Context: an optimization exercise on an open-source flow, tuned for small area, a short achievable clock period and few clock cycles. The choices shown serve that exercise and are no tape-out recipe.
RTL that was checked went through simulation tests only; none was proved equivalent to the original.
Power is estimated from default activity; no workload was simulated.

## run 1
## top
module top(
	input clk, rst_n,
	output [5:0] mem_raddr,
	input [31:0] mem_rdata,
	output mem_we,
	output [5:0] mem_waddr,
	output [31:0] mem_wdata
);
For scale: ~4500 cells after synthesis, about 79 I/O pins, ~61000 sq um of cells after synthesis.
==> flow/config.mk <==
export PLATFORM = sky130hd
export DESIGN_NAME = top
export DESIGN_NICKNAME = top
export VERILOG_FILES = /design/flow/design.v
export SDC_FILE = /design/flow/constraint.sdc
export NUM_CORES = 8
export LEC_CHECK = 0
export ABC_CLOCK_PERIOD_IN_PS = 3000
export CAP_MARGIN = 20
export CORE_MARGIN = 2
export CORE_UTILIZATION = 25
export CTS_BUF_LIST = sky130_fd_sc_hd__clkbuf_8 sky130_fd_sc_hd__clkbuf_16
export CTS_CLUSTER_DIAMETER = 50
export CTS_CLUSTER_SIZE = 20
export PLACE_DENSITY = 0.45
export SETUP_SLACK_MARGIN = 5
export SLEW_MARGIN = 20
==> flow/constraint.sdc <==
create_clock -name core_clock -period 10.0 [get_ports {clk}]
set_input_delay 2.0000 -clock core_clock [delete_from_list [all_inputs] [get_ports {clk}]]
set_output_delay 2.0000 -clock core_clock [all_outputs]
set_load 0.01 [all_outputs]
standard.sh (not shown) runs the stock make flow with config.mk's settings and CLKGATE_MAP_FILE= SYNTH_SCRIPT=/design/flow/synth_recipe.tcl, a recipe that flattens the netlist after the stock synthesis.
==> flow/flow/run.sh <==
#!/bin/bash
set -euo pipefail
bash standard.sh synth > synth.log 2>&1
bash standard.sh SETUP_SLACK_MARGIN=6.5 finish > layout.log 2>&1
Testbench counts of run 1, summed over its fixed seeds: cycles 18,334.
diff inputs: run 1 => run 2
Settings: CTS_CLUSTER_DIAMETER: 50 -> unset; CTS_CLUSTER_SIZE: 20 -> unset; CTS_BUF_LIST: sky130_fd_sc_hd__clkbuf_8 sky130_fd_sc_hd__clkbuf_16 -> unset.
==> comparison <==
- Compared with run 1, run 2 shows a power that is 0.27 mW higher.
- Comparing CTS buffer count for run 2 and run 1, the smaller number came from run 1.
- The reported combinational group power of run 1 and that of run 2 are within noise of each other.
- Run 2 ended up with a higher count of clock-net buffers in the final layout than run 1 did.
- Run 1 -> run 2: total detailed-routing wirelength flat
- Between run 2 and run 1, the difference in total area of sequential cells is negligible.
- Number of levels in the clock H-tree of run 1 is on par with run 2.
- Between run 2 and run 1, the largest fanout of any net on the critical path is higher for run 1.
## Diff of input files: run 3 against run 2
Settings: PLACE_DENSITY: 0.45 -> 0.65; CORE_UTILIZATION: 25 -> 50.
==> comparison <==
- Every run in run 3 and run 2 closed cleanly, with the single exception of run 3.
- STATUS run=run 3 STAGES=ALL_DONE FINAL_CHECKS=FAILED CAUSE=capacitance limit, slew limit
- When run 3 is set beside run 2, its sequential share of layout area turns out to be 2.5 points larger.
- Taking run 3 over run 2, the non-filler instance count after layout ratio works out to 0.79.
- Final-report max-slew violation count (higher): run 3
- Taking run 2 as the reference, in run 3 count of flip-flops with a built-in enable after synthesis about even; highest clock frequency the design can meet lower; count of buffers not belonging to the clock network in the layout went down; well tap count went down; clock power saw a decrease.
- Core area shrinks by more than a quarter when moving from run 2 to run 3.
- Going from run 2 to run 3, the latest clock arrival within the worst-skew pair was found to have gone down by 0.04 ns.
The inputs of run 4 differ from those of run 3 as listed below.
Settings: swapping 0.65 for 0.45 in PLACE_DENSITY; swapping 50 for 25 in CORE_UTILIZATION.
==> flow/flow/run.sh <==
#!/bin/bash
set -euo pipefail
bash standard.sh synth > synth.log 2>&1
bash standard.sh SETUP_SLACK_MARGIN=7.2 finish > layout.log 2>&1
Findings:
Run 4 went all the way through synthesis, placement and routing and the layout is clean on timing, DRC and antenna. The power of run 4 exceeds that of run 3 by about 15%. The higher starting density of the core came out of run 3. [compare] base=run 3 new=run 4: post-layout utilization of the core lower; slack of the critical path increased 0.12 ns. Compared with run 3, in run 4 die area picked up an extra 99%, final instance area picked up an extra 13%.
What run 5 does differently from run 4 at the input level:
Settings: setting CTS_BUF_LIST to sky130_fd_sc_hd__clkbuf_8 for the first time; setting CTS_CLUSTER_SIZE to 30 for the first time.
==> flow/flow/run.sh <==
#!/bin/bash
set -euo pipefail
bash standard.sh synth > synth.log 2>&1
bash standard.sh SETUP_SLACK_MARGIN=6.5 finish > layout.log 2>&1
- In summary, run 5 completed successfully, with a layout that passed the timing, DRC and antenna checks.
- Final hold violation count came out exactly the same in run 5 and run 4.
- Run 5 vs run 4 — average wire per standard cell dropped about 2.7%.
- Run 5 gives less non-clock buffer count than run 4 did.
- Clock-pin slew reported for the worst setup and hold paths after clock tree synthesis across run 5 and run 4: no real change.
- The final non-filler cell area in run 5 was lower than what run 4 gave.
- Of run 5 and run 4, the run reporting the lower internal portion of total power was run 5.
- Compared to run 4, run 5 has final critical-path setup slack 0.091 ns lower.
- Against run 4, run 5 comes in 0.028 ns lower on hold slack.
- Run 5: layout overhead on the synthesized area lower than run 4
- Run 5 vs run 4 — cell depth of the worst flop-to-flop path dropped 2.
- Kind of critical path: reg2out -> run 5, in2reg -> run 4
- ~same die height in run 5 and run 4

---

Another version of the RTL of top (not shown whole).
Size in the first run: ~4300 cells after synthesis, ~1400 flip-flops, roughly 79 I/O pins, roughly 60000 um2 of cells after synthesis.
clock: 10.0 ns
lec_check: 0
abc_clock_period_in_ps: 3000
cap_margin: 20
core_margin: 2
core_utilization: 25
place_density: 0.45
setup_slack_margin: 5
slew_margin: 20
==> flow/flow/run.sh <==
#!/bin/bash
set -euo pipefail
bash standard.sh synth > synth.log 2>&1
bash standard.sh SETUP_SLACK_MARGIN=6.9 \
  "CTS_ARGS=-sink_clustering_enable -repair_clock_nets -dont_use_dummy_load -sink_clustering_size 20 -sink_clustering_max_diameter 120" \
  finish > layout.log 2>&1
Testbench counts at the start, summed over its fixed seeds: cycles 18,487.
Then changed:
--- a/flow/config.mk
+++ b/flow/config.mk
@@ -10,4 +10,4 @@
 export CORE_MARGIN = 2
-export CORE_UTILIZATION = 25
-export PLACE_DENSITY = 0.45
+export CORE_UTILIZATION = 40
+export PLACE_DENSITY = 0.6
 export SETUP_SLACK_MARGIN = 5
After rerunning:
- The new run completed without violations
- power came out lower slightly
- utilization came out higher by 17 points
- routed wire length came out lower by roughly a tenth
- flip-flop and latch count is unchanged
- final cell count came out lower by about a fifth
Then changed:
==> flow/flow/run.sh (replaced) <==
#!/bin/bash
set -euo pipefail
bash standard.sh synth > synth.log 2>&1
bash standard.sh SETUP_SLACK_MARGIN=6.9 \
  "CTS_ARGS=-sink_clustering_enable -repair_clock_nets -dont_use_dummy_load -sink_clustering_size 24 -sink_clustering_max_diameter 90" \
  finish > layout.log 2>&1
--- a/flow/config.mk
+++ b/flow/config.mk
@@ -10,4 +10,4 @@
 export CORE_MARGIN = 2
-export CORE_UTILIZATION = 40
-export PLACE_DENSITY = 0.6
+export CORE_UTILIZATION = 25
+export PLACE_DENSITY = 0.45
 export SETUP_SLACK_MARGIN = 5
Result: Synthesized area stays the same. Clock skew grows by 0.015 ns. Design area grows by 3.7%. Power grows by 0.51%. Wire length grows by 14%. Sequential power is about the same.

---

== main ==
Another version of the RTL of top (not shown whole).
For scale: about 4,700 cells after synthesis, roughly 79 I/O pins, ~63,000 um2 of cells after synthesis.
Settings: LEC_CHECK=0, ABC_CLOCK_PERIOD_IN_PS=3000, CAP_MARGIN=20, CORE_MARGIN=2, CORE_UTILIZATION=25, PLACE_DENSITY=0.45, SETUP_SLACK_MARGIN=5, SLEW_MARGIN=20; clock period 10.0 ns.
==> flow/flow/run.sh <==
#!/bin/bash
set -euo pipefail
bash standard.sh synth > synth.log 2>&1
bash standard.sh SETUP_SLACK_MARGIN=6.5 finish > layout.log 2>&1
For the feature branch, these inputs were changed with respect to main:
# main
export LEC_CHECK = 0
export ABC_CLOCK_PERIOD_IN_PS = 3000
export CAP_MARGIN = 20
export CORE_MARGIN = 2
export CORE_UTILIZATION = 25
export PLACE_DENSITY = 0.45
export SETUP_SLACK_MARGIN = 5
export SLEW_MARGIN = 20
create_clock -name core_clock -period 10.0 [get_ports {clk}]
# the feature branch
export LEC_CHECK = 0
export ABC_CLOCK_PERIOD_IN_PS = 3000
export CAP_MARGIN = 0
export CORE_MARGIN = 2
export CORE_UTILIZATION = 25
export PLACE_DENSITY = 0.45
export SETUP_SLACK_MARGIN = 5
export SLEW_MARGIN = 0
create_clock -name core_clock -period 10.0 [get_ports {clk}]
Taking main as the reference, in the feature branch cell area did not really move; sequential cell count comparable; clock share of power lost 0.8 points; maximum frequency moved down.
No functional check of the RTL was part of any run of this note.

---

sierra:
Another version of the RTL of top (not shown whole).
Size: about 1,400 flip-flops, ~79 I/O pins, about 59,000 um2 of cells after synthesis.
// top
module top(
	input clk, rst_n,
	output [5:0] mem_raddr,
	input [31:0] mem_rdata,
	output mem_we,
	output [5:0] mem_waddr,
	output [31:0] mem_wdata
);
clock: 10.0 ns
lec_check: 0
abc_clock_period_in_ps: 3000
cap_margin: 20
core_margin: 2
core_utilization: 25
place_density: 0.45
setup_slack_margin: 5
slew_margin: 20
==> flow/flow/run.sh <==
#!/bin/bash
set -euo pipefail
bash standard.sh synth > synth.log 2>&1
bash standard.sh SETUP_SLACK_MARGIN=6.95 \
  "CTS_ARGS=-sink_clustering_enable -repair_clock_nets -dont_use_dummy_load" \
  finish > layout.log 2>&1
Per the final summary, sierra finished and its layout is clean on timing, DRC and antenna.
Testbench counts of sierra, summed over its fixed seeds: cycles 18,334.
Setup changes, sierra to xenon
==> flow/flow/run.sh <==
#!/bin/bash
set -euo pipefail
bash standard.sh synth > synth.log 2>&1
bash standard.sh SETUP_SLACK_MARGIN=6.8 \
  "CTS_ARGS=-sink_clustering_enable -repair_clock_nets -dont_use_dummy_load -sink_clustering_size 20 -sink_clustering_max_diameter 120" \
  POST_GLOBAL_ROUTE_TCL=$PWD/flow/post_grt.tcl \
  finish > layout.log 2>&1
==> flow/flow/post_grt.tcl (new file) <==
# A second round of setup repair on global-route parasitics, before detailed
# routing (same margin as the standard round).
log_cmd global_route -start_incremental
repair_timing_helper -setup
log_cmd detailed_placement
log_cmd global_route -end_incremental
log_cmd estimate_parasitics -global_routing
report_worst_slack -max
==> comparison <==
Compared xenon vs sierra, and area growth from synthesis to final layout is down in xenon.
Diff xenon and sierra: post-cts repair resize count higher in sierra
Detailed route, xenon vs sierra: via total lower for xenon
Power: xenon lower than sierra
Input changes introduced in nickel (baseline for comparison: xenon):
==> flow/flow/run.sh <==
#!/bin/bash
set -euo pipefail
bash standard.sh synth > synth.log 2>&1
bash standard.sh SETUP_SLACK_MARGIN=6.8 \
  "CTS_ARGS=-sink_clustering_enable -repair_clock_nets -dont_use_dummy_load -sink_clustering_buffer sky130_fd_sc_hd__clkbuf_8" \
  finish > layout.log 2>&1
removed: flow/flow/post_grt.tcl
==> comparison <==
nickel vs. xenon: post-synthesis to final-layout area growth rose 2.8 points, average wire per cell in the routed design lower, fraction of area in non-clock buffers shows an increase of 0.28 points.
Modified inputs, yarrow compared to nickel
Settings: swapping 0.45 for 0.55 in PLACE_DENSITY; swapping 25 for 35 in CORE_UTILIZATION.
==> flow/flow/run.sh <==
#!/bin/bash
set -euo pipefail
bash standard.sh synth > synth.log 2>&1
bash standard.sh SETUP_SLACK_MARGIN=6.8 \
  "CTS_ARGS=-sink_clustering_enable -repair_clock_nets -dont_use_dummy_load -sink_clustering_size 20 -sink_clustering_max_diameter 120" \
  finish > layout.log 2>&1
[summary]
yarrow falls short of nickel in worst setup slack. Maximum number of buffers from clock root to sink: yarrow vs nickel identical. The highest-delay cell along the critical path comes out dfxtp_2 in one run and dlygate4sd2_1 in the other, namely in yarrow and nickel respectively. yarrow ended with more number of gates on the worst path with buffers counted than nickel. Compared with nickel, in yarrow power after layout fell by 7.2%; synthesized cell count stayed essentially flat; post-place setup slack stayed essentially flat; number of detailed-route iterations in the first pass fell by 1.
For pepper, these inputs were changed with respect to yarrow:
Settings: a change of PLACE_DENSITY from 0.55 to 0.45; a change of CORE_UTILIZATION from 35 to 25.
diff --git a/flow/flow/run.sh b/flow/flow/run.sh
--- a/flow/flow/run.sh
+++ b/flow/flow/run.sh
@@ -4,0 +5 @@
+  "BUFFER_PORTS_ARGS=-buffer_cell sky130_fd_sc_hd__buf_4" \
### Flow results
- Post-detailed-routing wire length for pepper: about 6% up relative to yarrow
- yarrow leaves more setup margin than pepper.
- On pepper: overall die height is 18% higher than what yarrow gave.
- Of yarrow and pepper, pepper shows the higher leakage power summed over all cells, with yarrow below it.
- Relative to yarrow, total of plain and repair buffers excluding clock buffers has gone up in pepper.

---

== red ==
Starting RTL as in the previous note.
export LEC_CHECK = 0
export ABC_CLOCK_PERIOD_IN_PS = 3000
export CAP_MARGIN = 20
export CORE_MARGIN = 2
export CORE_UTILIZATION = 25
export PLACE_DENSITY = 0.45
export SETUP_SLACK_MARGIN = 5
export SLEW_MARGIN = 20
create_clock -name core_clock -period 10.0 [get_ports {clk}]
==> flow/flow/run.sh <==
#!/bin/bash
set -euo pipefail
bash standard.sh synth > synth.log 2>&1
bash standard.sh SETUP_SLACK_MARGIN=6.8 \
  "CTS_ARGS=-sink_clustering_enable -repair_clock_nets -dont_use_dummy_load -sink_clustering_size 20 -sink_clustering_max_diameter 120" \
  finish > layout.log 2>&1
red ran to completion and came out clean on the timing, DRC and antenna checks.
Testbench counts of red, summed over its fixed seeds: cycles 18,334.
The following lists how blue was set up differently from red:
# red
export LEC_CHECK = 0
export ABC_CLOCK_PERIOD_IN_PS = 3000
export CAP_MARGIN = 20
export CORE_MARGIN = 2
export CORE_UTILIZATION = 25
export PLACE_DENSITY = 0.45
export SETUP_SLACK_MARGIN = 5
export SLEW_MARGIN = 20
create_clock -name core_clock -period 10.0 [get_ports {clk}]
# blue
export LEC_CHECK = 0
export ABC_CLOCK_PERIOD_IN_PS = 3000
export CAP_MARGIN = 20
export CORE_MARGIN = 2
export CORE_UTILIZATION = 25
export CTS_BUF_LIST = sky130_fd_sc_hd__clkbuf_4 sky130_fd_sc_hd__clkbuf_8 sky130_fd_sc_hd__clkbuf_16
export CTS_CLUSTER_DIAMETER = 50
export CTS_CLUSTER_SIZE = 20
export PLACE_DENSITY = 0.45
export SETUP_SLACK_MARGIN = 5
export SLEW_MARGIN = 20
create_clock -name core_clock -period 10.0 [get_ports {clk}]
==> flow/flow/run.sh <==
#!/bin/bash
set -euo pipefail
bash standard.sh synth > synth.log 2>&1
bash standard.sh SETUP_SLACK_MARGIN=6.8 finish > layout.log 2>&1
==> notes.md <==
- In the flow results for blue and red, the number of CTS-inserted buffers is larger on blue.
- The critical path arrival number comes out higher for red vs blue.
- Higher clock-buffer cell count goes to blue over red.
- Quantity of gates resized following cts is higher on red
- From blue to red, netlist area before placement did not move at all.
- blue has first-pass detailed-route iteration total below what red had.
- red ended up with raddr_q[5] as its endpoint of the worst setup timing path; blue ended up with mem_we.
- Comparing red against blue, there is no change at all in cell count after placement.
- Utilization, blue and red, higher one = blue.
- Compared with red, blue shows a higher fmax.
- Clock share of power, blue and red: smaller value in red
Setup changes, blue to green
# blue
export LEC_CHECK = 0
export ABC_CLOCK_PERIOD_IN_PS = 3000
export CAP_MARGIN = 20
export CORE_MARGIN = 2
export CORE_UTILIZATION = 25
export CTS_BUF_LIST = sky130_fd_sc_hd__clkbuf_4 sky130_fd_sc_hd__clkbuf_8 sky130_fd_sc_hd__clkbuf_16
export CTS_CLUSTER_DIAMETER = 50
export CTS_CLUSTER_SIZE = 20
export PLACE_DENSITY = 0.45
export SETUP_SLACK_MARGIN = 5
export SLEW_MARGIN = 20
create_clock -name core_clock -period 10.0 [get_ports {clk}]
# green
export LEC_CHECK = 0
export ABC_CLOCK_PERIOD_IN_PS = 3000
export CAP_MARGIN = 20
export CORE_MARGIN = 2
export CORE_UTILIZATION = 25
export PLACE_DENSITY = 0.45
export SETUP_SLACK_MARGIN = 5
export SLEW_MARGIN = 20
create_clock -name core_clock -period 10.0 [get_ports {clk}]
==> flow/flow/run.sh <==
#!/bin/bash
set -euo pipefail
bash standard.sh synth > synth.log 2>&1
bash standard.sh SETUP_SLACK_MARGIN=6.65 finish > layout.log 2>&1
==> comparison <==
- Per the comparison of green with blue, non-clock buffer count fell by about 20%; maximum number of pins on one net before global-route repair did not really move; worst voltage drop across the vdd grid shrank by about 40%.
- Timing endpoint of the critical path = mem_we: blue; timing endpoint of the critical path = raddr_q[5]: green
- Looking at global-route wire length before repair, green sits 6.3 mm lower than blue does.
- Against blue, final standard cell count with taps included and fillers excluded in green fell slightly.
- Comparing green and blue, final worst setup slack is lower on green.
- blue → green: routed wire length went down about 1.6%, register share of the cell area shows an increase of 1.5 points, part of the cycle the worst path needs increased by 0.18 points relative to the old numbers, area added between synthesis and finish shrank by 3.5 points, net switching share of the total power decreased 0.48 points.
The following lists how orange was set up differently from green:
==> flow/flow/run.sh <==
#!/bin/bash
set -euo pipefail
bash standard.sh synth > synth.log 2>&1
bash standard.sh SETUP_SLACK_MARGIN=6.5 finish > layout.log 2>&1
Findings:
Row critical path depth: orange lower / green higher. The overall routed net length in orange sits 3.6 mm below the value recorded for green. The lower utilization of green and orange is in orange. For green, the startpoint of the worst setup timing path was dsel_a[31], unlike orange, where it was mem_rdata[4]. [diff] clock power, orange relative to green: regression. Max wire length on met2 across green and orange: green.

separate check: timing with driven ports:
In the flow no input, the clock included, has a driving cell. The finished layouts below were timed again as built, in two steps. Step 1 (the two cells are an assumption about what drives the block):
set clk [get_ports {clk}]
set_driving_cell -lib_cell sky130_fd_sc_hd__clkbuf_16 $clk
set_driving_cell -lib_cell sky130_fd_sc_hd__buf_2 [delete_from_list [all_inputs] $clk]
Step 2 times the ports against the registers' clock, not the clock port: input delays grow and output delays shrink by t, the midpoint of the rising clock arrivals with the driver on. Three values: ideal, step 1, step 2; two values: the first two.
run | t (ns) | slack for setup (ns) | clock arrival spread, ns | worst register clock-pin slew, ns | worst slew at a driven data input, ns
run 1 | 0.906 | 6.278 / 6.278 / 5.470 | 0.080 / 0.080 | 0.09 / 0.09 | 0.11
run 2 | 0.910 | 6.302 / 6.302 / 5.541 | 0.111 / 0.112 | 0.07 / 0.07 | 0.11
run 3 | 0.864 | 6.272 / 6.272 / 5.629 | 0.046 / 0.046 | 0.07 / 0.07 | 0.06
run 4 | 0.906 | 6.392 / 6.430 / 5.524 | 0.087 / 0.087 | 0.07 / 0.07 | 0.10
run 5 | 1.083 | 6.301 / 6.219 / 5.333 | 0.134 / 0.135 | 0.07 / 0.07 | 0.11
the first run of note 2 | 0.817 | 6.712 / 6.621 / 6.063 | 0.116 / 0.115 | 0.10 / 0.10 | 0.12
the second run of note 2 | 0.787 | 6.753 / 6.658 / 6.016 | 0.137 / 0.137 | 0.10 / 0.10 | 0.09
the third run of note 2 | 0.807 | 6.737 / 6.642 / 6.068 | 0.139 / 0.139 | 0.11 / 0.11 | 0.10
main | 0.944 | 6.334 / 6.334 / 5.471 | 0.061 / 0.061 | 0.07 / 0.07 | 0.13
the feature branch | 0.933 | 6.302 / 6.334 / 5.442 | 0.059 / 0.059 | 0.07 / 0.07 | 0.13
sierra | 0.910 | 6.611 / 6.516 / 5.835 | 0.096 / 0.095 | 0.07 / 0.07 | 0.12
xenon | 0.810 | 6.614 / 6.600 / 5.929 | 0.098 / 0.098 | 0.10 / 0.10 | 0.11
nickel | 0.892 | 6.649 / 6.549 / 5.837 | 0.106 / 0.106 | 0.07 / 0.07 | 0.10
yarrow | 0.812 | 6.591 / 6.591 / 5.866 | 0.130 / 0.130 | 0.10 / 0.10 | 0.11
pepper | 0.821 | 6.559 / 6.559 / 5.906 | 0.121 / 0.121 | 0.10 / 0.10 | 0.10
red | 0.807 | 6.606 / 6.594 / 5.867 | 0.101 / 0.101 | 0.10 / 0.10 | 0.11
blue | 0.907 | 6.629 / 6.537 / 5.857 | 0.053 / 0.052 | 0.08 / 0.08 | 0.10
green | 0.919 | 6.612 / 6.512 / 5.828 | 0.040 / 0.039 | 0.07 / 0.07 | 0.10
orange | 0.905 | 6.326 / 6.390 / 5.484 | 0.040 / 0.041 | 0.07 / 0.07 | 0.12
For run 5, which loses most, drivers alone change the setup slack by -0.082 ns; drivers and shift together by -0.968 ns.
